From an optimization exercise on the open Yosys and OpenROAD flow, aimed at small area and a short achievable clock period; shortcuts taken in it are not production practice.
In this exercise RTL edits were held to simulation tests only and were not proved equivalent to the original.
Power is estimated from default activity; no workload was simulated.

===== flow/design.v =====
module MAC #(parameter ABIT = 16, BBIT = 16, EBIT = 8)
(
	i_clk,
	i_a, i_b, i_loadVal,
	i_load, i_add, i_useMul,
	o_result
);
	input i_clk, i_load, i_add, i_useMul;
	input signed [15:0] i_a;
	input signed [15:0] i_b;
	input signed [39:0] i_loadVal;
	output signed [39:0] o_result;
  reg [39:0] S;
  reg [27:0] C;   
  wire one1;
  wire two2;
  wire neg3;
  wire x4;
  wire x5;
  wire x6;
  wire x7;
  wire x8;
  wire x9;
  wire x10;
  wire x11;
  wire x12;
  wire x13;
  wire x14;
  wire x15;
  wire x16;
  wire x17;
  wire x18;
  wire x19;
  wire pp20;
  wire pp21;
  wire pp22;
  wire pp23;
  wire pp24;
  wire pp25;
  wire pp26;
  wire pp27;
  wire pp28;
  wire pp29;
  wire pp30;
  wire pp31;
  wire pp32;
  wire pp33;
  wire pp34;
  wire pp35;
  wire pp36;
  wire pp37;
  wire negc38;
  wire one39;
  wire two40;
  wire neg41;
  wire x42;
  wire x43;
  wire x44;
  wire x45;
  wire x46;
  wire x47;
  wire x48;
  wire x49;
  wire x50;
  wire x51;
  wire x52;
  wire x53;
  wire x54;
  wire x55;
  wire x56;
  wire x57;
  wire pp58;
  wire pp59;
  wire pp60;
  wire pp61;
  wire pp62;
  wire pp63;
  wire pp64;
  wire pp65;
  wire pp66;
  wire pp67;
  wire pp68;
  wire pp69;
  wire pp70;
  wire pp71;
  wire pp72;
  wire pp73;
  wire pp74;
  wire pp75;
  wire negc76;
  wire one77;
  wire two78;
  wire neg79;
  wire x80;
  wire x81;
  wire x82;
  wire x83;
  wire x84;
  wire x85;
  wire x86;
  wire x87;
  wire x88;
  wire x89;
  wire x90;
  wire x91;
  wire x92;
  wire x93;
  wire x94;
  wire x95;
  wire pp96;
  wire pp97;
  wire pp98;
  wire pp99;
  wire pp100;
  wire pp101;
  wire pp102;
  wire pp103;
  wire pp104;
  wire pp105;
  wire pp106;
  wire pp107;
  wire pp108;
  wire pp109;
  wire pp110;
  wire pp111;
  wire pp112;
  wire pp113;
  wire negc114;
  wire one115;
  wire two116;
  wire neg117;
  wire x118;
  wire x119;
  wire x120;
  wire x121;
  wire x122;
  wire x123;
  wire x124;
  wire x125;
  wire x126;
  wire x127;
  wire x128;
  wire x129;
  wire x130;
  wire x131;
  wire x132;
  wire x133;
  wire pp134;
  wire pp135;
  wire pp136;
  wire pp137;
  wire pp138;
  wire pp139;
  wire pp140;
  wire pp141;
  wire pp142;
  wire pp143;
  wire pp144;
  wire pp145;
  wire pp146;
  wire pp147;
  wire pp148;
  wire pp149;
  wire pp150;
  wire pp151;
  wire negc152;
  wire one153;
  wire two154;
  wire neg155;
  wire x156;
  wire x157;
  wire x158;
  wire x159;
  wire x160;
  wire x161;
  wire x162;
  wire x163;
  wire x164;
  wire x165;
  wire x166;
  wire x167;
  wire x168;
  wire x169;
  wire x170;
  wire x171;
  wire pp172;
  wire pp173;
  wire pp174;
  wire pp175;
  wire pp176;
  wire pp177;
  wire pp178;
  wire pp179;
  wire pp180;
  wire pp181;
  wire pp182;
  wire pp183;
  wire pp184;
  wire pp185;
  wire pp186;
  wire pp187;
  wire pp188;
  wire pp189;
  wire negc190;
  wire one191;
  wire two192;
  wire neg193;
  wire x194;
  wire x195;
  wire x196;
  wire x197;
  wire x198;
  wire x199;
  wire x200;
  wire x201;
  wire x202;
  wire x203;
  wire x204;
  wire x205;
  wire x206;
  wire x207;
  wire x208;
  wire x209;
  wire pp210;
  wire pp211;
  wire pp212;
  wire pp213;
  wire pp214;
  wire pp215;
  wire pp216;
  wire pp217;
  wire pp218;
  wire pp219;
  wire pp220;
  wire pp221;
  wire pp222;
  wire pp223;
  wire pp224;
  wire pp225;
  wire pp226;
  wire pp227;
  wire negc228;
  wire one229;
  wire two230;
  wire neg231;
  wire x232;
  wire x233;
  wire x234;
  wire x235;
  wire x236;
  wire x237;
  wire x238;
  wire x239;
  wire x240;
  wire x241;
  wire x242;
  wire x243;
  wire x244;
  wire x245;
  wire x246;
  wire x247;
  wire pp248;
  wire pp249;
  wire pp250;
  wire pp251;
  wire pp252;
  wire pp253;
  wire pp254;
  wire pp255;
  wire pp256;
  wire pp257;
  wire pp258;
  wire pp259;
  wire pp260;
  wire pp261;
  wire pp262;
  wire pp263;
  wire pp264;
  wire pp265;
  wire negc266;
  wire one267;
  wire two268;
  wire neg269;
  wire x270;
  wire x271;
  wire x272;
  wire x273;
  wire x274;
  wire x275;
  wire x276;
  wire x277;
  wire x278;
  wire x279;
  wire x280;
  wire x281;
  wire x282;
  wire x283;
  wire x284;
  wire x285;
  wire pp286;
  wire pp287;
  wire pp288;
  wire pp289;
  wire pp290;
  wire pp291;
  wire pp292;
  wire pp293;
  wire pp294;
  wire pp295;
  wire pp296;
  wire pp297;
  wire pp298;
  wire pp299;
  wire pp300;
  wire pp301;
  wire pp302;
  wire pp303;
  wire negc304;
  wire base305;
  wire base306;
  wire base307;
  wire base308;
  wire base309;
  wire base310;
  wire base311;
  wire base312;
  wire base313;
  wire base314;
  wire base315;
  wire base316;
  wire base317;
  wire base318;
  wire base319;
  wire base320;
  wire base321;
  wire base322;
  wire base323;
  wire base324;
  wire base325;
  wire base326;
  wire base327;
  wire base328;
  wire base329;
  wire base330;
  wire base331;
  wire base332;
  wire base333;
  wire base334;
  wire base335;
  wire base336;
  wire base337;
  wire base338;
  wire base339;
  wire base340;
  wire base341;
  wire base342;
  wire base343;
  wire base344;
  wire [7:0] btop345;
  wire n346;
  wire n347;
  wire n348;
  wire n349;
  wire n350;
  wire n351;
  wire n352;
  wire n353;
  wire n354;
  wire n355;
  wire n356;
  wire n357;
  wire n358;
  wire n359;
  wire n360;
  wire n361;
  wire n362;
  wire n363;
  wire n364;
  wire n365;
  wire n366;
  wire n367;
  wire n368;
  wire n369;
  wire n370;
  wire n371;
  wire n372;
  wire n373;
  wire n374;
  wire n375;
  wire n376;
  wire n377;
  wire n378;
  wire n379;
  wire n380;
  wire n381;
  wire n382;
  wire n383;
  wire n384;
  wire n385;
  wire n386;
  wire n387;
  wire n388;
  wire n389;
  wire n390;
  wire n391;
  wire n392;
  wire n393;
  wire n394;
  wire n395;
  wire n396;
  wire n397;
  wire n398;
  wire n399;
  wire n400;
  wire n401;
  wire n402;
  wire n403;
  wire n404;
  wire n405;
  wire n406;
  wire n407;
  wire n408;
  wire n409;
  wire n410;
  wire n411;
  wire n412;
  wire n413;
  wire n414;
  wire n415;
  wire n416;
  wire n417;
  wire n418;
  wire n419;
  wire n420;
  wire n421;
  wire n422;
  wire n423;
  wire n424;
  wire n425;
  wire n426;
  wire n427;
  wire n428;
  wire n429;
  wire n430;
  wire n431;
  wire n432;
  wire n433;
  wire n434;
  wire n435;
  wire n436;
  wire n437;
  wire n438;
  wire n439;
  wire n440;
  wire n441;
  wire n442;
  wire n443;
  wire n444;
  wire n445;
  wire n446;
  wire n447;
  wire n448;
  wire n449;
  wire n450;
  wire n451;
  wire n452;
  wire n453;
  wire n454;
  wire n455;
  wire n456;
  wire n457;
  wire n458;
  wire n459;
  wire n460;
  wire n461;
  wire n462;
  wire n463;
  wire n464;
  wire n465;
  wire n466;
  wire n467;
  wire n468;
  wire n469;
  wire n470;
  wire n471;
  wire n472;
  wire n473;
  wire n474;
  wire n475;
  wire n476;
  wire n477;
  wire n478;
  wire n479;
  wire n480;
  wire n481;
  wire n482;
  wire n483;
  wire n484;
  wire n485;
  wire n486;
  wire n487;
  wire n488;
  wire n489;
  wire n490;
  wire n491;
  wire n492;
  wire n493;
  wire n494;
  wire n495;
  wire n496;
  wire n497;
  wire n498;
  wire n499;
  wire n500;
  wire n501;
  wire n502;
  wire n503;
  wire n504;
  wire n505;
  wire n506;
  wire n507;
  wire n508;
  wire n509;
  wire n510;
  wire n511;
  wire n512;
  wire n513;
  wire n514;
  wire n515;
  wire n516;
  wire n517;
  wire n518;
  wire n519;
  wire n520;
  wire n521;
  wire n522;
  wire n523;
  wire n524;
  wire n525;
  wire n526;
  wire n527;
  wire n528;
  wire n529;
  wire n530;
  wire n531;
  wire n532;
  wire n533;
  wire n534;
  wire n535;
  wire n536;
  wire n537;
  wire n538;
  wire n539;
  wire n540;
  wire n541;
  wire n542;
  wire n543;
  wire n544;
  wire n545;
  wire n546;
  wire n547;
  wire n548;
  wire n549;
  wire n550;
  wire n551;
  wire n552;
  wire n553;
  wire n554;
  wire n555;
  wire n556;
  wire n557;
  wire n558;
  wire n559;
  wire n560;
  wire n561;
  wire n562;
  wire n563;
  wire n564;
  wire n565;
  wire n566;
  wire n567;
  wire n568;
  wire n569;
  wire n570;
  wire n571;
  wire n572;
  wire n573;
  wire n574;
  wire n575;
  wire n576;
  wire n577;
  wire n578;
  wire n579;
  wire n580;
  wire n581;
  wire n582;
  wire n583;
  wire n584;
  wire n585;
  wire n586;
  wire n587;
  wire n588;
  wire n589;
  wire n590;
  wire n591;
  wire n592;
  wire n593;
  wire n594;
  wire n595;
  wire n596;
  wire n597;
  wire n598;
  wire n599;
  wire n600;
  wire n601;
  wire n602;
  wire n603;
  wire n604;
  wire n605;
  wire n606;
  wire n607;
  wire n608;
  wire n609;
  wire n610;
  wire n611;
  wire n612;
  wire n613;
  wire n614;
  wire n615;
  wire n616;
  wire n617;
  wire n618;
  wire n619;
  wire n620;
  wire n621;
  wire n622;
  wire n623;
  wire n624;
  wire n625;
  wire n626;
  wire n627;
  wire n628;
  wire n629;
  wire n630;
  wire n631;
  wire n632;
  wire n633;
  assign one1 = i_useMul & i_b[0];
  assign two2 = i_useMul & i_b[1] & ~i_b[0];
  assign neg3 = i_b[1] ^ ~i_add;
  assign x4 = i_a[0] ^ neg3;
  assign x5 = i_a[1] ^ neg3;
  assign x6 = i_a[2] ^ neg3;
  assign x7 = i_a[3] ^ neg3;
  assign x8 = i_a[4] ^ neg3;
  assign x9 = i_a[5] ^ neg3;
  assign x10 = i_a[6] ^ neg3;
  assign x11 = i_a[7] ^ neg3;
  assign x12 = i_a[8] ^ neg3;
  assign x13 = i_a[9] ^ neg3;
  assign x14 = i_a[10] ^ neg3;
  assign x15 = i_a[11] ^ neg3;
  assign x16 = i_a[12] ^ neg3;
  assign x17 = i_a[13] ^ neg3;
  assign x18 = i_a[14] ^ neg3;
  assign x19 = i_a[15] ^ neg3;
  assign pp20 = (one1 & x4) | (two2 & neg3);
  assign pp21 = (one1 & x5) | (two2 & x4);
  assign pp22 = (one1 & x6) | (two2 & x5);
  assign pp23 = (one1 & x7) | (two2 & x6);
  assign pp24 = (one1 & x8) | (two2 & x7);
  assign pp25 = (one1 & x9) | (two2 & x8);
  assign pp26 = (one1 & x10) | (two2 & x9);
  assign pp27 = (one1 & x11) | (two2 & x10);
  assign pp28 = (one1 & x12) | (two2 & x11);
  assign pp29 = (one1 & x13) | (two2 & x12);
  assign pp30 = (one1 & x14) | (two2 & x13);
  assign pp31 = (one1 & x15) | (two2 & x14);
  assign pp32 = (one1 & x16) | (two2 & x15);
  assign pp33 = (one1 & x17) | (two2 & x16);
  assign pp34 = (one1 & x18) | (two2 & x17);
  assign pp35 = (one1 & x19) | (two2 & x18);
  assign pp36 = (one1 & x19) | (two2 & x19);
  assign pp37 = ~pp36;
  assign negc38 = neg3 & (one1 | two2);
  assign one39 = i_useMul & (i_b[2] ^ i_b[1]);
  assign two40 = i_useMul & ((i_b[3] & ~i_b[2] & ~i_b[1]) | (~i_b[3] & i_b[2] & i_b[1]));
  assign neg41 = i_b[3] ^ ~i_add;
  assign x42 = i_a[0] ^ neg41;
  assign x43 = i_a[1] ^ neg41;
  assign x44 = i_a[2] ^ neg41;
  assign x45 = i_a[3] ^ neg41;
  assign x46 = i_a[4] ^ neg41;
  assign x47 = i_a[5] ^ neg41;
  assign x48 = i_a[6] ^ neg41;
  assign x49 = i_a[7] ^ neg41;
  assign x50 = i_a[8] ^ neg41;
  assign x51 = i_a[9] ^ neg41;
  assign x52 = i_a[10] ^ neg41;
  assign x53 = i_a[11] ^ neg41;
  assign x54 = i_a[12] ^ neg41;
  assign x55 = i_a[13] ^ neg41;
  assign x56 = i_a[14] ^ neg41;
  assign x57 = i_a[15] ^ neg41;
  assign pp58 = (one39 & x42) | (two40 & neg41);
  assign pp59 = (one39 & x43) | (two40 & x42);
  assign pp60 = (one39 & x44) | (two40 & x43);
  assign pp61 = (one39 & x45) | (two40 & x44);
  assign pp62 = (one39 & x46) | (two40 & x45);
  assign pp63 = (one39 & x47) | (two40 & x46);
  assign pp64 = (one39 & x48) | (two40 & x47);
  assign pp65 = (one39 & x49) | (two40 & x48);
  assign pp66 = (one39 & x50) | (two40 & x49);
  assign pp67 = (one39 & x51) | (two40 & x50);
  assign pp68 = (one39 & x52) | (two40 & x51);
  assign pp69 = (one39 & x53) | (two40 & x52);
  assign pp70 = (one39 & x54) | (two40 & x53);
  assign pp71 = (one39 & x55) | (two40 & x54);
  assign pp72 = (one39 & x56) | (two40 & x55);
  assign pp73 = (one39 & x57) | (two40 & x56);
  assign pp74 = (one39 & x57) | (two40 & x57);
  assign pp75 = ~pp74;
  assign negc76 = neg41 & (one39 | two40);
  assign one77 = i_useMul & (i_b[4] ^ i_b[3]);
  assign two78 = i_useMul & ((i_b[5] & ~i_b[4] & ~i_b[3]) | (~i_b[5] & i_b[4] & i_b[3]));
  assign neg79 = i_b[5] ^ ~i_add;
  assign x80 = i_a[0] ^ neg79;
  assign x81 = i_a[1] ^ neg79;
  assign x82 = i_a[2] ^ neg79;
  assign x83 = i_a[3] ^ neg79;
  assign x84 = i_a[4] ^ neg79;
  assign x85 = i_a[5] ^ neg79;
  assign x86 = i_a[6] ^ neg79;
  assign x87 = i_a[7] ^ neg79;
  assign x88 = i_a[8] ^ neg79;
  assign x89 = i_a[9] ^ neg79;
  assign x90 = i_a[10] ^ neg79;
  assign x91 = i_a[11] ^ neg79;
  assign x92 = i_a[12] ^ neg79;
  assign x93 = i_a[13] ^ neg79;
  assign x94 = i_a[14] ^ neg79;
  assign x95 = i_a[15] ^ neg79;
  assign pp96 = (one77 & x80) | (two78 & neg79);
  assign pp97 = (one77 & x81) | (two78 & x80);
  assign pp98 = (one77 & x82) | (two78 & x81);
  assign pp99 = (one77 & x83) | (two78 & x82);
  assign pp100 = (one77 & x84) | (two78 & x83);
  assign pp101 = (one77 & x85) | (two78 & x84);
  assign pp102 = (one77 & x86) | (two78 & x85);
  assign pp103 = (one77 & x87) | (two78 & x86);
  assign pp104 = (one77 & x88) | (two78 & x87);
  assign pp105 = (one77 & x89) | (two78 & x88);
  assign pp106 = (one77 & x90) | (two78 & x89);
  assign pp107 = (one77 & x91) | (two78 & x90);
  assign pp108 = (one77 & x92) | (two78 & x91);
  assign pp109 = (one77 & x93) | (two78 & x92);
  assign pp110 = (one77 & x94) | (two78 & x93);
  assign pp111 = (one77 & x95) | (two78 & x94);
  assign pp112 = (one77 & x95) | (two78 & x95);
  assign pp113 = ~pp112;
  assign negc114 = neg79 & (one77 | two78);
  assign one115 = i_useMul & (i_b[6] ^ i_b[5]);
  assign two116 = i_useMul & ((i_b[7] & ~i_b[6] & ~i_b[5]) | (~i_b[7] & i_b[6] & i_b[5]));
  assign neg117 = i_b[7] ^ ~i_add;
  assign x118 = i_a[0] ^ neg117;
  assign x119 = i_a[1] ^ neg117;
  assign x120 = i_a[2] ^ neg117;
  assign x121 = i_a[3] ^ neg117;
  assign x122 = i_a[4] ^ neg117;
  assign x123 = i_a[5] ^ neg117;
  assign x124 = i_a[6] ^ neg117;
  assign x125 = i_a[7] ^ neg117;
  assign x126 = i_a[8] ^ neg117;
  assign x127 = i_a[9] ^ neg117;
  assign x128 = i_a[10] ^ neg117;
  assign x129 = i_a[11] ^ neg117;
  assign x130 = i_a[12] ^ neg117;
  assign x131 = i_a[13] ^ neg117;
  assign x132 = i_a[14] ^ neg117;
  assign x133 = i_a[15] ^ neg117;
  assign pp134 = (one115 & x118) | (two116 & neg117);
  assign pp135 = (one115 & x119) | (two116 & x118);
  assign pp136 = (one115 & x120) | (two116 & x119);
  assign pp137 = (one115 & x121) | (two116 & x120);
  assign pp138 = (one115 & x122) | (two116 & x121);
  assign pp139 = (one115 & x123) | (two116 & x122);
  assign pp140 = (one115 & x124) | (two116 & x123);
  assign pp141 = (one115 & x125) | (two116 & x124);
  assign pp142 = (one115 & x126) | (two116 & x125);
  assign pp143 = (one115 & x127) | (two116 & x126);
  assign pp144 = (one115 & x128) | (two116 & x127);
  assign pp145 = (one115 & x129) | (two116 & x128);
  assign pp146 = (one115 & x130) | (two116 & x129);
  assign pp147 = (one115 & x131) | (two116 & x130);
  assign pp148 = (one115 & x132) | (two116 & x131);
  assign pp149 = (one115 & x133) | (two116 & x132);
  assign pp150 = (one115 & x133) | (two116 & x133);
  assign pp151 = ~pp150;
  assign negc152 = neg117 & (one115 | two116);
  assign one153 = i_useMul & (i_b[8] ^ i_b[7]);
  assign two154 = i_useMul & ((i_b[9] & ~i_b[8] & ~i_b[7]) | (~i_b[9] & i_b[8] & i_b[7]));
  assign neg155 = i_b[9] ^ ~i_add;
  assign x156 = i_a[0] ^ neg155;
  assign x157 = i_a[1] ^ neg155;
  assign x158 = i_a[2] ^ neg155;
  assign x159 = i_a[3] ^ neg155;
  assign x160 = i_a[4] ^ neg155;
  assign x161 = i_a[5] ^ neg155;
  assign x162 = i_a[6] ^ neg155;
  assign x163 = i_a[7] ^ neg155;
  assign x164 = i_a[8] ^ neg155;
  assign x165 = i_a[9] ^ neg155;
  assign x166 = i_a[10] ^ neg155;
  assign x167 = i_a[11] ^ neg155;
  assign x168 = i_a[12] ^ neg155;
  assign x169 = i_a[13] ^ neg155;
  assign x170 = i_a[14] ^ neg155;
  assign x171 = i_a[15] ^ neg155;
  assign pp172 = (one153 & x156) | (two154 & neg155);
  assign pp173 = (one153 & x157) | (two154 & x156);
  assign pp174 = (one153 & x158) | (two154 & x157);
  assign pp175 = (one153 & x159) | (two154 & x158);
  assign pp176 = (one153 & x160) | (two154 & x159);
  assign pp177 = (one153 & x161) | (two154 & x160);
  assign pp178 = (one153 & x162) | (two154 & x161);
  assign pp179 = (one153 & x163) | (two154 & x162);
  assign pp180 = (one153 & x164) | (two154 & x163);
  assign pp181 = (one153 & x165) | (two154 & x164);
  assign pp182 = (one153 & x166) | (two154 & x165);
  assign pp183 = (one153 & x167) | (two154 & x166);
  assign pp184 = (one153 & x168) | (two154 & x167);
  assign pp185 = (one153 & x169) | (two154 & x168);
  assign pp186 = (one153 & x170) | (two154 & x169);
  assign pp187 = (one153 & x171) | (two154 & x170);
  assign pp188 = (one153 & x171) | (two154 & x171);
  assign pp189 = ~pp188;
  assign negc190 = neg155 & (one153 | two154);
  assign one191 = i_useMul & (i_b[10] ^ i_b[9]);
  assign two192 = i_useMul & ((i_b[11] & ~i_b[10] & ~i_b[9]) | (~i_b[11] & i_b[10] & i_b[9]));
  assign neg193 = i_b[11] ^ ~i_add;
  assign x194 = i_a[0] ^ neg193;
  assign x195 = i_a[1] ^ neg193;
  assign x196 = i_a[2] ^ neg193;
  assign x197 = i_a[3] ^ neg193;
  assign x198 = i_a[4] ^ neg193;
  assign x199 = i_a[5] ^ neg193;
  assign x200 = i_a[6] ^ neg193;
  assign x201 = i_a[7] ^ neg193;
  assign x202 = i_a[8] ^ neg193;
  assign x203 = i_a[9] ^ neg193;
  assign x204 = i_a[10] ^ neg193;
  assign x205 = i_a[11] ^ neg193;
  assign x206 = i_a[12] ^ neg193;
  assign x207 = i_a[13] ^ neg193;
  assign x208 = i_a[14] ^ neg193;
  assign x209 = i_a[15] ^ neg193;
  assign pp210 = (one191 & x194) | (two192 & neg193);
  assign pp211 = (one191 & x195) | (two192 & x194);
  assign pp212 = (one191 & x196) | (two192 & x195);
  assign pp213 = (one191 & x197) | (two192 & x196);
  assign pp214 = (one191 & x198) | (two192 & x197);
  assign pp215 = (one191 & x199) | (two192 & x198);
  assign pp216 = (one191 & x200) | (two192 & x199);
  assign pp217 = (one191 & x201) | (two192 & x200);
  assign pp218 = (one191 & x202) | (two192 & x201);
  assign pp219 = (one191 & x203) | (two192 & x202);
  assign pp220 = (one191 & x204) | (two192 & x203);
  assign pp221 = (one191 & x205) | (two192 & x204);
  assign pp222 = (one191 & x206) | (two192 & x205);
  assign pp223 = (one191 & x207) | (two192 & x206);
  assign pp224 = (one191 & x208) | (two192 & x207);
  assign pp225 = (one191 & x209) | (two192 & x208);
  assign pp226 = (one191 & x209) | (two192 & x209);
  assign pp227 = ~pp226;
  assign negc228 = neg193 & (one191 | two192);
  assign one229 = i_useMul & (i_b[12] ^ i_b[11]);
  assign two230 = i_useMul & ((i_b[13] & ~i_b[12] & ~i_b[11]) | (~i_b[13] & i_b[12] & i_b[11]));
  assign neg231 = i_b[13] ^ ~i_add;
  assign x232 = i_a[0] ^ neg231;
  assign x233 = i_a[1] ^ neg231;
  assign x234 = i_a[2] ^ neg231;
  assign x235 = i_a[3] ^ neg231;
  assign x236 = i_a[4] ^ neg231;
  assign x237 = i_a[5] ^ neg231;
  assign x238 = i_a[6] ^ neg231;
  assign x239 = i_a[7] ^ neg231;
  assign x240 = i_a[8] ^ neg231;
  assign x241 = i_a[9] ^ neg231;
  assign x242 = i_a[10] ^ neg231;
  assign x243 = i_a[11] ^ neg231;
  assign x244 = i_a[12] ^ neg231;
  assign x245 = i_a[13] ^ neg231;
  assign x246 = i_a[14] ^ neg231;
  assign x247 = i_a[15] ^ neg231;
  assign pp248 = (one229 & x232) | (two230 & neg231);
  assign pp249 = (one229 & x233) | (two230 & x232);
  assign pp250 = (one229 & x234) | (two230 & x233);
  assign pp251 = (one229 & x235) | (two230 & x234);
  assign pp252 = (one229 & x236) | (two230 & x235);
  assign pp253 = (one229 & x237) | (two230 & x236);
  assign pp254 = (one229 & x238) | (two230 & x237);
  assign pp255 = (one229 & x239) | (two230 & x238);
  assign pp256 = (one229 & x240) | (two230 & x239);
  assign pp257 = (one229 & x241) | (two230 & x240);
  assign pp258 = (one229 & x242) | (two230 & x241);
  assign pp259 = (one229 & x243) | (two230 & x242);
  assign pp260 = (one229 & x244) | (two230 & x243);
  assign pp261 = (one229 & x245) | (two230 & x244);
  assign pp262 = (one229 & x246) | (two230 & x245);
  assign pp263 = (one229 & x247) | (two230 & x246);
  assign pp264 = (one229 & x247) | (two230 & x247);
  assign pp265 = ~pp264;
  assign negc266 = neg231 & (one229 | two230);
  assign one267 = i_useMul & (i_b[14] ^ i_b[13]);
  assign two268 = i_useMul & ((i_b[15] & ~i_b[14] & ~i_b[13]) | (~i_b[15] & i_b[14] & i_b[13]));
  assign neg269 = i_b[15] ^ ~i_add;
  assign x270 = i_a[0] ^ neg269;
  assign x271 = i_a[1] ^ neg269;
  assign x272 = i_a[2] ^ neg269;
  assign x273 = i_a[3] ^ neg269;
  assign x274 = i_a[4] ^ neg269;
  assign x275 = i_a[5] ^ neg269;
  assign x276 = i_a[6] ^ neg269;
  assign x277 = i_a[7] ^ neg269;
  assign x278 = i_a[8] ^ neg269;
  assign x279 = i_a[9] ^ neg269;
  assign x280 = i_a[10] ^ neg269;
  assign x281 = i_a[11] ^ neg269;
  assign x282 = i_a[12] ^ neg269;
  assign x283 = i_a[13] ^ neg269;
  assign x284 = i_a[14] ^ neg269;
  assign x285 = i_a[15] ^ neg269;
  assign pp286 = (one267 & x270) | (two268 & neg269);
  assign pp287 = (one267 & x271) | (two268 & x270);
  assign pp288 = (one267 & x272) | (two268 & x271);
  assign pp289 = (one267 & x273) | (two268 & x272);
  assign pp290 = (one267 & x274) | (two268 & x273);
  assign pp291 = (one267 & x275) | (two268 & x274);
  assign pp292 = (one267 & x276) | (two268 & x275);
  assign pp293 = (one267 & x277) | (two268 & x276);
  assign pp294 = (one267 & x278) | (two268 & x277);
  assign pp295 = (one267 & x279) | (two268 & x278);
  assign pp296 = (one267 & x280) | (two268 & x279);
  assign pp297 = (one267 & x281) | (two268 & x280);
  assign pp298 = (one267 & x282) | (two268 & x281);
  assign pp299 = (one267 & x283) | (two268 & x282);
  assign pp300 = (one267 & x284) | (two268 & x283);
  assign pp301 = (one267 & x285) | (two268 & x284);
  assign pp302 = (one267 & x285) | (two268 & x285);
  assign pp303 = ~pp302;
  assign negc304 = neg269 & (one267 | two268);
  assign base305 = i_load ? i_loadVal[0] : o_result[0];
  assign base306 = i_load ? i_loadVal[1] : o_result[1];
  assign base307 = i_load ? i_loadVal[2] : o_result[2];
  assign base308 = i_load ? i_loadVal[3] : o_result[3];
  assign base309 = i_load ? i_loadVal[4] : o_result[4];
  assign base310 = i_load ? i_loadVal[5] : o_result[5];
  assign base311 = i_load ? i_loadVal[6] : o_result[6];
  assign base312 = i_load ? i_loadVal[7] : o_result[7];
  assign base313 = i_load ? i_loadVal[8] : o_result[8];
  assign base314 = i_load ? i_loadVal[9] : o_result[9];
  assign base315 = i_load ? i_loadVal[10] : o_result[10];
  assign base316 = i_load ? i_loadVal[11] : o_result[11];
  assign base317 = i_load ? i_loadVal[12] : o_result[12];
  assign base318 = i_load ? i_loadVal[13] : o_result[13];
  assign base319 = i_load ? i_loadVal[14] : o_result[14];
  assign base320 = i_load ? i_loadVal[15] : o_result[15];
  assign base321 = i_load ? i_loadVal[16] : o_result[16];
  assign base322 = i_load ? i_loadVal[17] : o_result[17];
  assign base323 = i_load ? i_loadVal[18] : o_result[18];
  assign base324 = i_load ? i_loadVal[19] : o_result[19];
  assign base325 = i_load ? i_loadVal[20] : o_result[20];
  assign base326 = i_load ? i_loadVal[21] : o_result[21];
  assign base327 = i_load ? i_loadVal[22] : o_result[22];
  assign base328 = i_load ? i_loadVal[23] : o_result[23];
  assign base329 = i_load ? i_loadVal[24] : o_result[24];
  assign base330 = i_load ? i_loadVal[25] : o_result[25];
  assign base331 = i_load ? i_loadVal[26] : o_result[26];
  assign base332 = i_load ? i_loadVal[27] : o_result[27];
  assign base333 = i_load ? i_loadVal[28] : o_result[28];
  assign base334 = i_load ? i_loadVal[29] : o_result[29];
  assign base335 = i_load ? i_loadVal[30] : o_result[30];
  assign base336 = i_load ? i_loadVal[31] : o_result[31];
  assign base337 = i_load ? i_loadVal[32] : o_result[32];
  assign base338 = i_load ? i_loadVal[33] : o_result[33];
  assign base339 = i_load ? i_loadVal[34] : o_result[34];
  assign base340 = i_load ? i_loadVal[35] : o_result[35];
  assign base341 = i_load ? i_loadVal[36] : o_result[36];
  assign base342 = i_load ? i_loadVal[37] : o_result[37];
  assign base343 = i_load ? i_loadVal[38] : o_result[38];
  assign base344 = i_load ? i_loadVal[39] : o_result[39];
  assign btop345 = {base344, base343, base342, base341, base340, base339, base338, base337} + 8'd255;
  assign n346 = base305 ^ pp20 ^ negc38;
  assign n347 = (base305 & pp20) | (base305 & negc38) | (pp20 & negc38);
  assign n348 = base306 ^ pp21 ^ n347;
  assign n349 = (base306 & pp21) | (base306 & n347) | (pp21 & n347);
  assign n350 = base307 ^ pp22 ^ pp58;
  assign n351 = (base307 & pp22) | (base307 & pp58) | (pp22 & pp58);
  assign n352 = negc76 ^ n350 ^ n349;
  assign n353 = (negc76 & n350) | (negc76 & n349) | (n350 & n349);
  assign n354 = base308 ^ pp23 ^ pp59;
  assign n355 = (base308 & pp23) | (base308 & pp59) | (pp23 & pp59);
  assign n356 = n351 ^ n354 ^ n353;
  assign n357 = (n351 & n354) | (n351 & n353) | (n354 & n353);
  assign n358 = base309 ^ pp24 ^ pp60;
  assign n359 = (base309 & pp24) | (base309 & pp60) | (pp24 & pp60);
  assign n360 = pp96 ^ negc114 ^ n355;
  assign n361 = (pp96 & negc114) | (pp96 & n355) | (negc114 & n355);
  assign n362 = n358 ^ n360;
  assign n363 = n358 & n360;
  assign n364 = base310 ^ pp25 ^ pp61;
  assign n365 = (base310 & pp25) | (base310 & pp61) | (pp25 & pp61);
  assign n366 = pp97 ^ n359 ^ n364;
  assign n367 = (pp97 & n359) | (pp97 & n364) | (n359 & n364);
  assign n368 = n361 ^ n366;
  assign n369 = n361 & n366;
  assign n370 = base311 ^ pp26 ^ pp62;
  assign n371 = (base311 & pp26) | (base311 & pp62) | (pp26 & pp62);
  assign n372 = pp98 ^ pp134 ^ negc152;
  assign n373 = (pp98 & pp134) | (pp98 & negc152) | (pp134 & negc152);
  assign n374 = n365 ^ n370 ^ n372;
  assign n375 = (n365 & n370) | (n365 & n372) | (n370 & n372);
  assign n376 = n367 ^ n374;
  assign n377 = n367 & n374;
  assign n378 = base312 ^ pp27 ^ pp63;
  assign n379 = (base312 & pp27) | (base312 & pp63) | (pp27 & pp63);
  assign n380 = pp99 ^ pp135 ^ n371;
  assign n381 = (pp99 & pp135) | (pp99 & n371) | (pp135 & n371);
  assign n382 = n373 ^ n378 ^ n380;
  assign n383 = (n373 & n378) | (n373 & n380) | (n378 & n380);
  assign n384 = n375 ^ n377;
  assign n385 = n375 & n377;
  assign n386 = base313 ^ pp28 ^ pp64;
  assign n387 = (base313 & pp28) | (base313 & pp64) | (pp28 & pp64);
  assign n388 = pp100 ^ pp136 ^ pp172;
  assign n389 = (pp100 & pp136) | (pp100 & pp172) | (pp136 & pp172);
  assign n390 = negc190 ^ n379 ^ n386;
  assign n391 = (negc190 & n379) | (negc190 & n386) | (n379 & n386);
  assign n392 = n388 ^ n381 ^ n390;
  assign n393 = (n388 & n381) | (n388 & n390) | (n381 & n390);
  assign n394 = n383 ^ n385;
  assign n395 = n383 & n385;
  assign n396 = base314 ^ pp29 ^ pp65;
  assign n397 = (base314 & pp29) | (base314 & pp65) | (pp29 & pp65);
  assign n398 = pp101 ^ pp137 ^ pp173;
  assign n399 = (pp101 & pp137) | (pp101 & pp173) | (pp137 & pp173);
  assign n400 = n387 ^ n389 ^ n396;
  assign n401 = (n387 & n389) | (n387 & n396) | (n389 & n396);
  assign n402 = n398 ^ n391 ^ n400;
  assign n403 = (n398 & n391) | (n398 & n400) | (n391 & n400);
  assign n404 = n393 ^ n402;
  assign n405 = n393 & n402;
  assign n406 = base315 ^ pp30 ^ pp66;
  assign n407 = (base315 & pp30) | (base315 & pp66) | (pp30 & pp66);
  assign n408 = pp102 ^ pp138 ^ pp174;
  assign n409 = (pp102 & pp138) | (pp102 & pp174) | (pp138 & pp174);
  assign n410 = pp210 ^ negc228 ^ n397;
  assign n411 = (pp210 & negc228) | (pp210 & n397) | (negc228 & n397);
  assign n412 = n399 ^ n406 ^ n408;
  assign n413 = (n399 & n406) | (n399 & n408) | (n406 & n408);
  assign n414 = n410 ^ n401 ^ n412;
  assign n415 = (n410 & n401) | (n410 & n412) | (n401 & n412);
  assign n416 = n403 ^ n414;
  assign n417 = n403 & n414;
  assign n418 = base316 ^ pp31 ^ pp67;
  assign n419 = (base316 & pp31) | (base316 & pp67) | (pp31 & pp67);
  assign n420 = pp103 ^ pp139 ^ pp175;
  assign n421 = (pp103 & pp139) | (pp103 & pp175) | (pp139 & pp175);
  assign n422 = pp211 ^ n407 ^ n409;
  assign n423 = (pp211 & n407) | (pp211 & n409) | (n407 & n409);
  assign n424 = n418 ^ n420 ^ n411;
  assign n425 = (n418 & n420) | (n418 & n411) | (n420 & n411);
  assign n426 = n422 ^ n413 ^ n424;
  assign n427 = (n422 & n413) | (n422 & n424) | (n413 & n424);
  assign n428 = n415 ^ n417;
  assign n429 = n415 & n417;
  assign n430 = base317 ^ pp32 ^ pp68;
  assign n431 = (base317 & pp32) | (base317 & pp68) | (pp32 & pp68);
  assign n432 = pp104 ^ pp140 ^ pp176;
  assign n433 = (pp104 & pp140) | (pp104 & pp176) | (pp140 & pp176);
  assign n434 = pp212 ^ pp248 ^ negc266;
  assign n435 = (pp212 & pp248) | (pp212 & negc266) | (pp248 & negc266);
  assign n436 = n419 ^ n421 ^ n430;
  assign n437 = (n419 & n421) | (n419 & n430) | (n421 & n430);
  assign n438 = n432 ^ n434 ^ n423;
  assign n439 = (n432 & n434) | (n432 & n423) | (n434 & n423);
  assign n440 = n436 ^ n425 ^ n438;
  assign n441 = (n436 & n425) | (n436 & n438) | (n425 & n438);
  assign n442 = n427 ^ n440;
  assign n443 = n427 & n440;
  assign n444 = base318 ^ pp33 ^ pp69;
  assign n445 = (base318 & pp33) | (base318 & pp69) | (pp33 & pp69);
  assign n446 = pp105 ^ pp141 ^ pp177;
  assign n447 = (pp105 & pp141) | (pp105 & pp177) | (pp141 & pp177);
  assign n448 = pp213 ^ pp249 ^ n431;
  assign n449 = (pp213 & pp249) | (pp213 & n431) | (pp249 & n431);
  assign n450 = n433 ^ n435 ^ n444;
  assign n451 = (n433 & n435) | (n433 & n444) | (n435 & n444);
  assign n452 = n446 ^ n448 ^ n437;
  assign n453 = (n446 & n448) | (n446 & n437) | (n448 & n437);
  assign n454 = n450 ^ n439 ^ n452;
  assign n455 = (n450 & n439) | (n450 & n452) | (n439 & n452);
  assign n456 = n441 ^ n454;
  assign n457 = n441 & n454;
  assign n458 = base319 ^ pp34 ^ pp70;
  assign n459 = (base319 & pp34) | (base319 & pp70) | (pp34 & pp70);
  assign n460 = pp106 ^ pp142 ^ pp178;
  assign n461 = (pp106 & pp142) | (pp106 & pp178) | (pp142 & pp178);
  assign n462 = pp214 ^ pp250 ^ pp286;
  assign n463 = (pp214 & pp250) | (pp214 & pp286) | (pp250 & pp286);
  assign n464 = negc304 ^ n445 ^ n447;
  assign n465 = (negc304 & n445) | (negc304 & n447) | (n445 & n447);
  assign n466 = n458 ^ n460 ^ n462;
  assign n467 = (n458 & n460) | (n458 & n462) | (n460 & n462);
  assign n468 = n449 ^ n464 ^ n451;
  assign n469 = (n449 & n464) | (n449 & n451) | (n464 & n451);
  assign n470 = n466 ^ n453 ^ n468;
  assign n471 = (n466 & n453) | (n466 & n468) | (n453 & n468);
  assign n472 = n455 ^ n470;
  assign n473 = n455 & n470;
  assign n474 = base320 ^ pp35 ^ pp71;
  assign n475 = (base320 & pp35) | (base320 & pp71) | (pp35 & pp71);
  assign n476 = pp107 ^ pp143 ^ pp179;
  assign n477 = (pp107 & pp143) | (pp107 & pp179) | (pp143 & pp179);
  assign n478 = pp215 ^ pp251 ^ pp287;
  assign n479 = (pp215 & pp251) | (pp215 & pp287) | (pp251 & pp287);
  assign n480 = n459 ^ n461 ^ n463;
  assign n481 = (n459 & n461) | (n459 & n463) | (n461 & n463);
  assign n482 = n474 ^ n476 ^ n478;
  assign n483 = (n474 & n476) | (n474 & n478) | (n476 & n478);
  assign n484 = n465 ^ n480 ^ n467;
  assign n485 = (n465 & n480) | (n465 & n467) | (n480 & n467);
  assign n486 = n482 ^ n469 ^ n484;
  assign n487 = (n482 & n469) | (n482 & n484) | (n469 & n484);
  assign n488 = n471 ^ n486;
  assign n489 = n471 & n486;
  assign n490 = ~(base321 ^ pp37);
  assign n491 = base321 | pp37;
  assign n492 = pp72 ^ pp108 ^ pp144;
  assign n493 = (pp72 & pp108) | (pp72 & pp144) | (pp108 & pp144);
  assign n494 = pp180 ^ pp216 ^ pp252;
  assign n495 = (pp180 & pp216) | (pp180 & pp252) | (pp216 & pp252);
  assign n496 = pp288 ^ n490 ^ n475;
  assign n497 = (pp288 & n490) | (pp288 & n475) | (n490 & n475);
  assign n498 = n477 ^ n479 ^ n492;
  assign n499 = (n477 & n479) | (n477 & n492) | (n479 & n492);
  assign n500 = n494 ^ n481 ^ n496;
  assign n501 = (n494 & n481) | (n494 & n496) | (n481 & n496);
  assign n502 = n483 ^ n498 ^ n485;
  assign n503 = (n483 & n498) | (n483 & n485) | (n498 & n485);
  assign n504 = n500 ^ n487 ^ n502;
  assign n505 = (n500 & n487) | (n500 & n502) | (n487 & n502);
  assign n506 = ~(base322 ^ pp73);
  assign n507 = base322 | pp73;
  assign n508 = pp109 ^ pp145 ^ pp181;
  assign n509 = (pp109 & pp145) | (pp109 & pp181) | (pp145 & pp181);
  assign n510 = pp217 ^ pp253 ^ pp289;
  assign n511 = (pp217 & pp253) | (pp217 & pp289) | (pp253 & pp289);
  assign n512 = n491 ^ n506 ^ n493;
  assign n513 = (n491 & n506) | (n491 & n493) | (n506 & n493);
  assign n514 = n495 ^ n508 ^ n510;
  assign n515 = (n495 & n508) | (n495 & n510) | (n508 & n510);
  assign n516 = n497 ^ n512 ^ n499;
  assign n517 = (n497 & n512) | (n497 & n499) | (n512 & n499);
  assign n518 = n514 ^ n501 ^ n516;
  assign n519 = (n514 & n501) | (n514 & n516) | (n501 & n516);
  assign n520 = n503 ^ n518;
  assign n521 = n503 & n518;
  assign n522 = base323 ^ pp75 ^ pp110;
  assign n523 = (base323 & pp75) | (base323 & pp110) | (pp75 & pp110);
  assign n524 = pp146 ^ pp182 ^ pp218;
  assign n525 = (pp146 & pp182) | (pp146 & pp218) | (pp182 & pp218);
  assign n526 = pp254 ^ pp290 ^ n507;
  assign n527 = (pp254 & pp290) | (pp254 & n507) | (pp290 & n507);
  assign n528 = n509 ^ n511 ^ n522;
  assign n529 = (n509 & n511) | (n509 & n522) | (n511 & n522);
  assign n530 = n524 ^ n526 ^ n513;
  assign n531 = (n524 & n526) | (n524 & n513) | (n526 & n513);
  assign n532 = n515 ^ n528 ^ n530;
  assign n533 = (n515 & n528) | (n515 & n530) | (n528 & n530);
  assign n534 = n517 ^ n532 ^ n519;
  assign n535 = (n517 & n532) | (n517 & n519) | (n532 & n519);
  assign n536 = ~(base324 ^ pp111);
  assign n537 = base324 | pp111;
  assign n538 = pp147 ^ pp183 ^ pp219;
  assign n539 = (pp147 & pp183) | (pp147 & pp219) | (pp183 & pp219);
  assign n540 = pp255 ^ pp291 ^ n536;
  assign n541 = (pp255 & pp291) | (pp255 & n536) | (pp291 & n536);
  assign n542 = n523 ^ n525 ^ n538;
  assign n543 = (n523 & n525) | (n523 & n538) | (n525 & n538);
  assign n544 = n527 ^ n540 ^ n529;
  assign n545 = (n527 & n540) | (n527 & n529) | (n540 & n529);
  assign n546 = n542 ^ n531 ^ n544;
  assign n547 = (n542 & n531) | (n542 & n544) | (n531 & n544);
  assign n548 = n533 ^ n546;
  assign n549 = n533 & n546;
  assign n550 = base325 ^ pp113 ^ pp148;
  assign n551 = (base325 & pp113) | (base325 & pp148) | (pp113 & pp148);
  assign n552 = pp184 ^ pp220 ^ pp256;
  assign n553 = (pp184 & pp220) | (pp184 & pp256) | (pp220 & pp256);
  assign n554 = pp292 ^ n537 ^ n539;
  assign n555 = (pp292 & n537) | (pp292 & n539) | (n537 & n539);
  assign n556 = n550 ^ n552 ^ n541;
  assign n557 = (n550 & n552) | (n550 & n541) | (n552 & n541);
  assign n558 = n554 ^ n543 ^ n556;
  assign n559 = (n554 & n543) | (n554 & n556) | (n543 & n556);
  assign n560 = n545 ^ n558 ^ n547;
  assign n561 = (n545 & n558) | (n545 & n547) | (n558 & n547);
  assign n562 = ~(base326 ^ pp149);
  assign n563 = base326 | pp149;
  assign n564 = pp185 ^ pp221 ^ pp257;
  assign n565 = (pp185 & pp221) | (pp185 & pp257) | (pp221 & pp257);
  assign n566 = pp293 ^ n562 ^ n551;
  assign n567 = (pp293 & n562) | (pp293 & n551) | (n562 & n551);
  assign n568 = n553 ^ n564 ^ n555;
  assign n569 = (n553 & n564) | (n553 & n555) | (n564 & n555);
  assign n570 = n566 ^ n557 ^ n568;
  assign n571 = (n566 & n557) | (n566 & n568) | (n557 & n568);
  assign n572 = n559 ^ n570;
  assign n573 = n559 & n570;
  assign n574 = base327 ^ pp151 ^ pp186;
  assign n575 = (base327 & pp151) | (base327 & pp186) | (pp151 & pp186);
  assign n576 = pp222 ^ pp258 ^ pp294;
  assign n577 = (pp222 & pp258) | (pp222 & pp294) | (pp258 & pp294);
  assign n578 = n563 ^ n565 ^ n574;
  assign n579 = (n563 & n565) | (n563 & n574) | (n565 & n574);
  assign n580 = n576 ^ n567 ^ n578;
  assign n581 = (n576 & n567) | (n576 & n578) | (n567 & n578);
  assign n582 = n569 ^ n580 ^ n571;
  assign n583 = (n569 & n580) | (n569 & n571) | (n580 & n571);
  assign n584 = ~(base328 ^ pp187);
  assign n585 = base328 | pp187;
  assign n586 = pp223 ^ pp259 ^ pp295;
  assign n587 = (pp223 & pp259) | (pp223 & pp295) | (pp259 & pp295);
  assign n588 = n584 ^ n575 ^ n577;
  assign n589 = (n584 & n575) | (n584 & n577) | (n575 & n577);
  assign n590 = n586 ^ n588 ^ n579;
  assign n591 = (n586 & n588) | (n586 & n579) | (n588 & n579);
  assign n592 = n581 ^ n590;
  assign n593 = n581 & n590;
  assign n594 = base329 ^ pp189 ^ pp224;
  assign n595 = (base329 & pp189) | (base329 & pp224) | (pp189 & pp224);
  assign n596 = pp260 ^ pp296 ^ n585;
  assign n597 = (pp260 & pp296) | (pp260 & n585) | (pp296 & n585);
  assign n598 = n587 ^ n594 ^ n596;
  assign n599 = (n587 & n594) | (n587 & n596) | (n594 & n596);
  assign n600 = n589 ^ n598 ^ n591;
  assign n601 = (n589 & n598) | (n589 & n591) | (n598 & n591);
  assign n602 = ~(base330 ^ pp225);
  assign n603 = base330 | pp225;
  assign n604 = pp261 ^ pp297 ^ n602;
  assign n605 = (pp261 & pp297) | (pp261 & n602) | (pp297 & n602);
  assign n606 = n595 ^ n597 ^ n604;
  assign n607 = (n595 & n597) | (n595 & n604) | (n597 & n604);
  assign n608 = n599 ^ n606;
  assign n609 = n599 & n606;
  assign n610 = base331 ^ pp227 ^ pp262;
  assign n611 = (base331 & pp227) | (base331 & pp262) | (pp227 & pp262);
  assign n612 = pp298 ^ n603 ^ n610;
  assign n613 = (pp298 & n603) | (pp298 & n610) | (n603 & n610);
  assign n614 = n605 ^ n612 ^ n607;
  assign n615 = (n605 & n612) | (n605 & n607) | (n612 & n607);
  assign n616 = ~(base332 ^ pp263);
  assign n617 = base332 | pp263;
  assign n618 = pp299 ^ n616 ^ n611;
  assign n619 = (pp299 & n616) | (pp299 & n611) | (n616 & n611);
  assign n620 = n618 ^ n613;
  assign n621 = n618 & n613;
  assign n622 = base333 ^ pp265 ^ pp300;
  assign n623 = (base333 & pp265) | (base333 & pp300) | (pp265 & pp300);
  assign n624 = n617 ^ n622 ^ n619;
  assign n625 = (n617 & n622) | (n617 & n619) | (n622 & n619);
  assign n626 = ~(base334 ^ pp301);
  assign n627 = base334 | pp301;
  assign n628 = n626 ^ n623;
  assign n629 = n626 & n623;
  assign n630 = base335 ^ pp303 ^ n627;
  assign n631 = (base335 & pp303) | (base335 & n627) | (pp303 & n627);
  assign n632 = ~(base336 ^ n631);
  assign n633 = base336 | n631;
  assign o_result = S + {1'b0, 1'b0, 1'b0, 1'b0, 1'b0, 1'b0, 1'b0, C[27], 1'b0, C[26], C[25], C[24], C[23], C[22], C[21], C[20], C[19], C[18], C[17], C[16], C[15], C[14], C[13], C[12], C[11], C[10], C[9], C[8], C[7], C[6], C[5], C[4], C[3], C[2], C[1], C[0], 1'b0, 1'b0, 1'b0, 1'b0};
  always @(posedge i_clk) begin
    S <= {btop345[7], btop345[6], btop345[5], btop345[4], btop345[3], btop345[2], btop345[1], btop345[0], n632, n629, n628, n621, n620, n609, n608, n593, n592, n573, n572, n549, n535, n521, n505, n489, n473, n457, n443, n429, n426, n405, n395, n392, n382, n369, n363, n362, n356, n352, n348, n346};
    C <= {n633, n630, n625, n624, n615, n614, n601, n600, n583, n582, n561, n560, n548, n534, n520, n504, n488, n472, n456, n442, n428, n416, n404, n394, n384, n376, n368, n357};
  end
endmodule

===== flow/flow/run.sh =====
#!/bin/bash
set -euo pipefail
export BUFFER_PORTS_ARGS="-buffer_cell sky130_fd_sc_hd__buf_2"
export SETUP_SLACK_MARGIN=6.5
bash standard.sh > standard.log 2>&1

===== flow/standard.sh =====
#!/bin/bash
# synth_recipe.tcl (not shown) runs the flow's synth.tcl, then flattens the netlist and writes it again
# the make line also repeats each setting of config.mk as NAME=value (left out here)
make -C /OpenROAD-flow-scripts/flow DESIGN_CONFIG=/design/flow/config.mk WORK_HOME=/design/flow/orfs CLKGATE_MAP_FILE= SYNTH_SCRIPT=/design/flow/synth_recipe.tcl "${@:-finish}"

===== flow/config.mk =====
export PLATFORM = sky130hd
export DESIGN_NAME = MAC
export DESIGN_NICKNAME = MAC
export VERILOG_FILES = /design/flow/design.v
export SDC_FILE = /design/flow/constraint.sdc
export NUM_CORES = 4
export LEC_CHECK = 0
export CAP_MARGIN = 20
export CORE_MARGIN = 2
export CORE_UTILIZATION = 60
export CTS_BUF_LIST = sky130_fd_sc_hd__clkbuf_4 sky130_fd_sc_hd__clkbuf_8
export SLEW_MARGIN = 20

===== flow/constraint.sdc =====
create_clock -name core_clock -period 12.0 [get_ports {i_clk}]
set_input_delay 2.4000 -clock core_clock [delete_from_list [all_inputs] [get_ports {i_clk}]]
set_output_delay 2.4000 -clock core_clock [all_outputs]
set_load 0.01 [all_outputs]

==> flow_summary.ini, run 1 <==
[final_layout]
postLayoutCoreUtil = 0.697
drive_above_1_share = 0.201
num-fill-cells = 1376
multi_input_area_mm2 = 0.00814
seqCellArea_mm2 = 0.00136
area_delta_synth_final_pct = 14.4
antenna_cells = 0
final_nets = 1509

[clocking]
root_buffer = clkbuf_8
clock_latency_ns = 0.35
cts.clk_slew.worst_paths_ns = 0.07
htreeDepth = 3
cts_tree = yes
numClockSinks = 68
clk_path_buf_depth = 2
numCtsBuffers = 9

[floorplanning]
initial_core_util = 0.610
coreArea_mm2 = 0.0165
ios = 116
die-area_mm2 = 0.0178
fp.dieW_um = 134
die_h_um = 134
num_rows = 47

[global_route]
gr-usage-all-layers = 0.312
grt_max_degree = 47
grt_pass1_wl_um = 43000
antenna_found_initial = 0
grt_pass1_vias = 7956
overflow = 0

[synthesis]
synth_warnings = 1
yosys.area.top_type = fa_1
synthesis.nets = 1423
ys_seq_elements = 68
postSynthCellCount = 1173
mappedNetlistArea_mm2 = 0.0101
seq_area_frac_synth = 0.135
synth_top_area_share = 0.232
async_flop_share = 0
synthTopCellsByArea = fa_1, dfxtp_1, xnor2_1
synth-edff-count = 0
synthFlopType = dfxtp_1
ys_types = 64
syn-mean-instance-area_um2 = 8.59

[pwr]
swShare = 0.514
p_comb_frac = 0.803
seq_power_share = 0.141
p_int_mw = 1.44
p_leak_nw = 5.15
p_clk_frac = 0.056
p_per_area_mw_per_mm2 = 258
ir_worst_vdd_mv = 0.264
net-switching-power_mw = 1.53

[min_path]
hold_path.class = flop to flop
min_from = S[39]$_DFF_P_
min_to = S[39]$_DFF_P_
holdPathStages = 3

[critical_path]
rr_endpoint = C[16]$_DFF_P_
arrival_ns = 3.04
path_buf_inv = 1
worst_setup_path_end_kind = output port
ff2ff_setup_slack_ns = 7.23
regToRegStartpoint = C[0]$_DFF_P_
rr_worst_depth = 14
startpoint_type = flop
cp.required_ns = 9.60
crit_chain = ha_1 > fa_2 > a21o_1 > a221o_2 > a311oi_4 > o21bai_2 > a21o_1 > a21oi_1 > xnor2_1 > buf_2
cp_slowest_stage_delay_ns = 0.44
path_delay_family = compound AO/OA/AOI/OAI gates
path_common_cell = a21o_1
crit_fanout = 5
slowest_stage = a221o_2
crit_type = flop to output port

[sta]
hold_violations = 0
tightest_slew_ns = 0.691
clock.fmax_mhz = 184
max_slew_margin = 0.535
fin_crit_ns = 5.44
setup_viol = 0
skew_ns = 0.0137
post-route-period-util = 0.453
rsz0062_at_grt = true
fin_setup_tns_ns = 0
slew_violations = 0

[placement]
dp_hpwl_um = 22200
gp_congestion = 0.922
io_buffer_count = 115

[run]
maxCapViolCount = 0

[detailed_routing]
detail-route-antenna-nets = 0
dr.pass1.iters = 5
vias = 8351
drt-total-wl_um = 27400
drc_errors = 0
avgRoutedWirePerCell_um = 18.5
drt_iter0_markers = 563
detail_route.vias_per_cell = 5.63

[outcome]
status = no timing/DRC/antenna violations
==> registers in the layout (all words and copies together), names as in the netlist <==
signal and flops:
S 40, C 28
==> layout by cell type, fill, tap and decap left out, types with 5 or more instances in the layout <==
master / count
a21oi_1: 44
a22oi_1: 49
dfxtp_1: 68
a21boi_0: 10
nand2_1: 107
xnor2_2: 5
nor2_1: 42
o22ai_1: 20
clkbuf_8: 9
a22o_1: 8
mux2_2: 8
buf_12: 6
nor3_1: 8
nor2b_1: 9
buf_2: 109
fa_1: 103
xnor2_1: 96
o21ai_1: 8
ha_1: 55
o21ai_0: 49
and2_1: 9
o22a_1: 6
nand4_1: 13
and2_2: 8
mux2i_1: 27
fa_2: 14
o211ai_1: 14
a31oi_1: 5
xor2_1: 70
inv_1: 132
o21a_1: 6
nand3_1: 8
a21o_1: 10
buf_4: 36
==> how the worst max path moves through the flow <==
stage	slack (ns)	endpoint	cells after the start	start
after global placement	5.38	C[14]$_DFF_P_	10	i_add
after floorplan	6.31	C[12]$_DFF_P_	12	i_b[3]
final	6.56	o_result[24]	10	C[0]$_DFF_P_
after detailed placement	5.35	C[14]$_DFF_P_	10	i_add
after CTS	6.50	o_result[24]	10	C[0]$_DFF_P_
after global routing	6.47	C[12]$_DFF_P_	12	i_b[7]
==> per-layer routing <==
metal,GRT usage,up-vias,share of wire
met5,0,-,0
met4,0.0745,0,0.021
met3,0.0396,34,0.070
li1,-,4070,-
met1,0.474,3959,0.48
met2,0.477,288,0.43
==> per-stage QoR <==
stage | setup slack [ns] | cell area, um2 | power (mW) | hold slack (ns) | instances
final | 6.56 | 11500 | 2.97 | 0.691 | 1483
after global routing | 6.47 | 11500 | 3.35 | 0.756 | 1483
after CTS | 6.50 | 11300 | 2.94 | 0.687 | 1469
after detailed placement | 5.35 | 10800 | 2.72 | 0.672 | 1426
after global placement | 5.38 | 10800 | 2.66 | 0.671 | 1426
after floorplan | 6.31 | 10400 | 2.09 | 0.695 | 1173
==> worst min-delay path, cell delays in order (launching register included) <==
cell and delay [ns]:
dfxtp_1 0.32, xor2_1 0.07, mux2i_1 0.16, xor2_1 0.09
==> cell type report <==
cell class	count	share of cell area
Multi-Input combinational cell	885	0.707
Tap cell	220	0.0239
Clock buffer	9	0.0107
Timing Repair Buffer	158	0.0915
Sequential cell	68	0.118
Inverter	137	0.0454
Clock inverter	6	0.00369
==> cells in the mapped netlist, drive strengths merged (14+ instances only) <==
cell type / number
clkbuf: 45
mux2i: 28
nand4: 14
nor2: 44
xnor2: 105
a21oi: 45
a22oi: 49
o22ai: 22
dfxtp: 68
inv: 136
nand2: 111
and2: 20
o211ai: 14
o21ai: 57
fa: 117
xor2: 74
ha: 57
buf: 38
==> what timing repair did <==
action	CTS	global route
gates resized for setup	20	29
setup buffers	28	12
cloned	0	2
pin swaps	12	6
endpoints found under the setup margin	41	25
hold buffers	0	0
==> cell families after synthesis <==
logic type,Yosys count,share of synthesized area
fa+ha+maj,174,0.303
xor+xnor,179,0.156
flops,68,0.135
simple gates,230,0.105
compound gates,266,0.178
mux,36,0.0368
buf+inv,220,0.0856
==> power by group through the flow <==
stage	clock (mW)	sequential, mW	combinational, mW
after floorplan	0	0.405	1.68
after global placement	0	0.424	2.24
after detailed placement	0	0.425	2.30
after CTS	0.170	0.420	2.35
after global routing	0.181	0.430	2.74
final	0.166	0.420	2.38
==> inputs of run 2 (changes only) <==
--- a/flow/config.mk
+++ b/flow/config.mk
@@ -9,3 +9,3 @@
 export CORE_MARGIN = 2
-export CORE_UTILIZATION = 60
+export CORE_UTILIZATION = 70
 export CTS_BUF_LIST = sky130_fd_sc_hd__clkbuf_4 sky130_fd_sc_hd__clkbuf_8
==> run 2 against run 1 <==
Synthesized area unchanged. Fmax about the same. Clock skew down 0.0050 ns. Critical path depth unchanged. Sequential cell count unchanged. Die area down 14%. Cell count decreased by 3.3%. Utilization is 13 points higher. Final area decreased by 0.12%. Worst setup slack better by 0.0041 ns. Clock power rose by 69%. Critical path type unchanged.
==> flow_summary.ini, run 2 <==
[outcome]
status = no timing/DRC/antenna violations

[floorplanning]
initial_core_util = 0.720
coreArea_mm2 = 0.0140
die-area_mm2 = 0.0154
num_rows = 43
die_h_um = 124
ios = 116
fp.dieW_um = 124

[final_layout]
final_nets = 1499
final_common_cell = inv_1
layout.cells.non_filler = 1434
multi_input_area_mm2 = 0.00815
area_delta_synth_final_pct = 14.2
largestRegisters = S x40, C x28
seqCellArea_mm2 = 0.00136
postLayoutCoreUtil = 0.823
most-common-layout-cells = inv_1, nand2_1, buf_2
largest_reg_flops = 40
num-fill-cells = 947
drive_above_1_share = 0.195
final_area_mm2 = 0.0115
antenna_cells = 0
top_register = S

[global_route]
overflow = 0
gr-usage-all-layers = 0.376
grt_pass1_wl_um = 43100
antenna_found_initial = 0
grt_pass1_vias = 8243
grt_max_degree = 47

[synthesis]
synth_top_area_share = 0.232
postSynthCellCount = 1173
async_flop_share = 0
synthesis.nets = 1423
ys_types = 64
mappedNetlistArea_mm2 = 0.0101
synthTopCellsByCount = inv_1, fa_1, nand2_1
syn-mean-instance-area_um2 = 8.59
yosys.area.top_type = fa_1
synthFlopType = dfxtp_1
seq_area_frac_synth = 0.135
synth_warnings = 1
ys_seq_elements = 68
post-synth-top-count-cell = inv_1
synthTopCellsByArea = fa_1, dfxtp_1, xnor2_1
synth-edff-count = 0

[sta]
setup_viol = 0
fin_crit_ns = 5.44
skew_ns = 0.00868
post-route-period-util = 0.453
slew_violations = 0
tightest_slew_ns = 0.680
hold_violations = 0
max_slew_margin = 0.543
worst_slack_ns = 6.56
rsz0062_at_grt = true
clock.fmax_mhz = 184
fin_setup_tns_ns = 0
holdWs_ns = 0.704

[detailed_routing]
detail_route.vias_per_cell = 6.14
drt_iter0_markers = 885
vias = 8808
avgRoutedWirePerCell_um = 19.6
dr.pass1.iters = 5
drc_errors = 0
detail-route-antenna-nets = 0
drt-total-wl_um = 28200

[critical_path]
rr_endpoint = C[14]$_DFF_P_
crit_type = flop to output port
ff2ff_setup_slack_ns = 7.14
cp.required_ns = 9.60
regToRegStartpoint = C[4]$_DFF_P_
crit_fanout = 5
worst_setup_path_end_kind = output port
critPathLaunch = S[4]$_DFF_P_
startpoint_type = flop
rr_worst_depth = 17
arrival_ns = 3.04

[placement]
io_buffer_count = 115
dp_slack_ns = 5.32
dp_hpwl_um = 22200
gp_congestion = 0.987
dpl_cell_area_mm2 = 0.0108
dp_cells = 1386

[pwr]
finalPower_mw = 3.13
p_leak_nw = 5.15
ir_worst_vdd_mv = 0.189
p_per_area_mw_per_mm2 = 272

[clocking]
numCtsBuffers = 9
htreeDepth = 3
root_buffer = clkbuf_8
hold_buffers = 0
clock_latency_ns = 0.36
numClockSinks = 68
cts_tree = yes
clk_path_buf_depth = 2
cts.clk_slew.worst_paths_ns = 0.08

[run]
maxCapViolCount = 0

[min_path]
min_from = S[39]$_DFF_P_
holdPathStages = 3
min_to = S[39]$_DFF_P_
hold_path.class = flop to flop
[run 2: how the worst max path moves through the flow]
| stage | end | depth (start not counted) | slack, ns |
|---|---|---|---|
| 6_report | o_result[38] | 10 | 6.56 |
| 5_1_grt | o_result[38] | 10 | 6.45 |
| 4_1_cts | o_result[38] | 10 | 6.50 |
| 3_5_place_dp | C[12]$_DFF_P_ | 12 | 5.32 |
| 3_3_place_gp | C[12]$_DFF_P_ | 12 | 5.43 |
| 2_1_floorplan | C[12]$_DFF_P_ | 12 | 6.31 |
[run 2: area by class of cell]
class                      count  share of cell area
clock buffer                  10              0.0120
clock inverter                 6              0.0138
sequential                    68               0.118
multi-input combinational    885               0.708
tap                          180              0.0196
timing repair buffer         148              0.0827
inverter                     137              0.0454
[run 2: cells by family (layout without fill, tap and decap cells)]
group / count (synthesis) / in the layout / synth area share
xor+xnor: 179 / 179 / 0.156
flops: 68 / 68 / 0.135
simple gates: 230 / 230 / 0.105
fa+ha+maj: 174 / 174 / 0.303
compound gates: 266 / 266 / 0.178
mux: 36 / 36 / 0.0368
buf+inv: 220 / 301 / 0.0856
[run 2: power breakdown]
group	leakage, nW	switching (mW)	internal, mW
clock network	0.147	0.0935	0.186
logic	4.44	1.42	0.999
registers	0.569	0.0535	0.369
[run 2: worst max-delay path, stage by stage (launching register included)]
cell and delay [ns]:
dfxtp_1 0.32, ha_1 0.21, fa_2 0.35, a21o_1 0.18
a221o_2 0.43, nand4_2 0.16, a311oi_2 0.14, o31ai_4 0.35
nor3_2 0.10, or2_2 0.28, buf_2 0.14
[run 2: timing repair]
action | CTS | global route
gates resized for setup | 23 | 31
setup buffers | 26 | 5
gates cloned | 0 | 1
setup endpoints to repair | 41 | 21
pin swaps | 11 | 6
hold endpoints to repair | 0 | 0
[run 2: layer usage]
layer	wire length, um	vias up	GRT usage
met5	0	-	0
met4	629	0	0.0948
met3	3040	66	0.0920
met2	12500	497	0.580
met1	12000	4198	0.537
li1	-	4047	-
==> inputs of run 3 (changes only) <==
--- a/flow/config.mk
+++ b/flow/config.mk
@@ -9,4 +9,5 @@
 export CORE_MARGIN = 2
-export CORE_UTILIZATION = 70
+export CORE_UTILIZATION = 60
 export CTS_BUF_LIST = sky130_fd_sc_hd__clkbuf_4 sky130_fd_sc_hd__clkbuf_8
+export PLACE_DENSITY = 0.7
 export SLEW_MARGIN = 20
==> run 3 against run 2 <==
Synthesized area did not move. Wire length fell by 1.4%. Sequential share of layout area barely moved. Clock skew rose by 0.0039 ns. Synthesized cell count did not move. Register-to-register slack got worse by 0.02 ns. Clock-buffer cell count fell by 1. Non-clock buffer count rose by 1.
==> flow_summary.ini, run 3 <==
[detailed_routing]
avgRoutedWirePerCell_um = 18.8
detail-route-antenna-nets = 0
detail_route.vias_per_cell = 5.77
dr.pass1.iters = 5
drt-total-wl_um = 27800
drc_errors = 0
vias = 8505
drt_iter0_markers = 684

[final_layout]
final_nets = 1500
drive_above_1_share = 0.200
final_common_cell = inv_1
most-common-layout-cells = inv_1, buf_2, nand2_1
largestRegisters = S x40, C x28
antenna_cells = 0
postLayoutCoreUtil = 0.695
largest_reg_flops = 40
top_register = S
area_delta_synth_final_pct = 14.0

[synthesis]
yosys.area.top_type = fa_1
ys_types = 64
synthTopCellsByArea = fa_1, dfxtp_1, xnor2_1
post-synth-top-count-cell = inv_1
synthTopCellsByCount = inv_1, fa_1, nand2_1
synthesis.nets = 1423
synth_top_area_share = 0.232
synthFlopType = dfxtp_1
postSynthCellCount = 1173
seq_area_frac_synth = 0.135
synth_warnings = 1
async_flop_share = 0
syn-mean-instance-area_um2 = 8.59
ys_seq_elements = 68
mappedNetlistArea_mm2 = 0.0101
synth-edff-count = 0

[critical_path]
cp.required_ns = 9.60
startpoint_type = flop
crit_type = flop to output port
worst_setup_path_end_kind = output port
crit_fanout = 8
arrival_ns = 3.02

[clocking]
clock_latency_ns = 0.35
numClockSinks = 68
cts.clk_slew.worst_paths_ns = 0.08
numCtsBuffers = 9
clk_path_buf_depth = 2
hold_buffers = 0
root_buffer = clkbuf_8
htreeDepth = 3
cts_tree = yes

[global_route]
gr-usage-all-layers = 0.316
overflow = 0
grt_pass1_wl_um = 43400
grt_pass1_vias = 8075
grt_max_degree = 47
antenna_found_initial = 0

[sta]
fin_crit_ns = 5.42
hold_violations = 0
setup_viol = 0
fin_setup_tns_ns = 0
rsz0062_at_grt = true
clock.fmax_mhz = 184
max_slew_margin = 0.537
skew_ns = 0.0125
worst_slack_ns = 6.58
slew_violations = 0
tightest_slew_ns = 0.688
post-route-period-util = 0.452

[pwr]
ir_worst_vdd_mv = 0.145
p_leak_nw = 5.09
p_per_area_mw_per_mm2 = 261

[floorplanning]
fp.dieW_um = 134
ios = 116
coreArea_mm2 = 0.0165
initial_core_util = 0.610
die_h_um = 134
num_rows = 47
die-area_mm2 = 0.0178

[placement]
dp_slack_ns = 5.35
gp_congestion = 0.942
io_buffer_count = 115
dp_hpwl_um = 22400

[min_path]
hold_path.class = flop to flop

[run]
maxCapViolCount = 0

[outcome]
status = no timing/DRC/antenna violations
run 3: cell counts after synthesis:
No cell type changed its count.
run 3: worst max-delay path, cell delays in order, from the launching register on:
cell	delay [ns]
dfxtp_1	0.32
ha_1	0.45
nand4_1	0.29
nor2_2	0.29
nand4_4	0.14
a311oi_2	0.37
o31ai_4	0.15
o21a_1	0.23
or2_2	0.29
buf_2	0.14
run 3: final cells by class:
| type | instances | area [um2] |
|---|---|---|
| Tap cell | 220 | 275 |
| Clock inverter | 6 | 66.3 |
| Inverter | 137 | 523 |
| Fill cell | 1396 | 5040 |
| Timing Repair Buffer | 149 | 953 |
| Sequential cell | 68 | 1360 |
| Multi-Input combinational cell | 885 | 8180 |
| Clock buffer | 9 | 124 |
run 3: path summary, 6_finish.rpt:
path                               startpoint             to  depth (start not counted)  slack [ns]
worst max-delay path            C[19]$_DFF_P_   o_result[38]                          9        6.58
worst min-delay path            S[39]$_DFF_P_  S[39]$_DFF_P_                          3        0.72
worst max register to register   C[4]$_DFF_P_  C[14]$_DFF_P_                         17        7.12
worst min register to register  S[39]$_DFF_P_  S[39]$_DFF_P_                          3        0.72
run 3: stage by stage:
| step | hold WS (ns) | cell area [um2] | power (mW) | cells |
|---|---|---|---|---|
| 2_1_floorplan | 0.695 | 10400 | 2.09 | 1173 |
| 3_3_place_gp | 0.672 | 10800 | 2.63 | 1426 |
| 3_5_place_dp | 0.707 | 10800 | 2.72 | 1426 |
| 4_1_cts | 0.729 | 11300 | 2.96 | 1465 |
| 5_1_grt | 0.782 | 11500 | 3.36 | 1474 |
| 6_report | 0.722 | 11500 | 3.00 | 1474 |
run 3: report_power, final:
part / total, mW / switching, mW / leakage, nW / internal [mW]
Sequential: 0.422 / 0.0529 / 0.569 / 0.369
Combinational: 2.39 / 1.40 / 4.44 / 0.991
Clock: 0.186 / 0.0915 / 0.0873 / 0.0947
Total: 3.00 / 1.54 / 5.09 / 1.46
run 3: logic make-up after synthesis:
logic type | after synthesis | share of synthesized area
AO/OA/AOI/OAI | 266 | 0.178
AND/OR/NAND/NOR | 230 | 0.105
buffers and inverters | 220 | 0.0856
adder cells (fa/ha/maj) | 174 | 0.303
flip-flops | 68 | 0.135
XOR/XNOR | 179 | 0.156
multiplexers | 36 | 0.0368
run 3: what timing repair did:
action / CTS / global route
pin swaps: 12 / 8
gates cloned: 0 / 1
resized for setup: 22 / 33
endpoints found under the setup margin: 41 / 23
buffers inserted: 24 / 8
run 3: layer usage:
metal,global-route usage,up-vias,wire (um)
li1,-,4051,-
met1,0.461,4043,12700
met2,0.487,370,12100
met3,0.0575,41,2270
met4,0.0816,0,687
met5,0,-,0

afterwards: timing with drivers on the ports:
No port has a modelled driver above. Below, the same layouts with a new extraction and two added sets of constraints.
Step 1, drivers: a clkbuf_16 drives i_clk and a buf_2 each remaining input, both assumed.
Step 2 times the ports against the registers' clock, not the clock port: input delays grow and output delays shrink by t, the midpoint of the rising clock arrivals with the driver on.
a / b / c = ideal / step 1 / step 2; a / b = the first two.
| run | t (ns) | slack for setup (ns) | hold WS [ns] | worst setup path at the end | cell pins on the clock port's net |
|---|---|---|---|---|---|
| run 1 | 0.379 | 6.559 / 6.522 / 6.183 | 0.691 / 0.691 / 0.691 | input to register | 1 |
| run 2 | 0.391 | 6.563 / 6.496 / 6.105 | 0.704 / 0.704 / 0.704 | input to register | 1 |
| run 3 | 0.382 | 6.578 / 6.540 / 6.163 | 0.722 / 0.722 / 0.722 | input to register | 1 |
After both steps setup and hold are still met in every run listed. For run 2, which loses most, drivers alone change the setup slack by -0.067 ns; drivers and shift together by -0.458 ns.
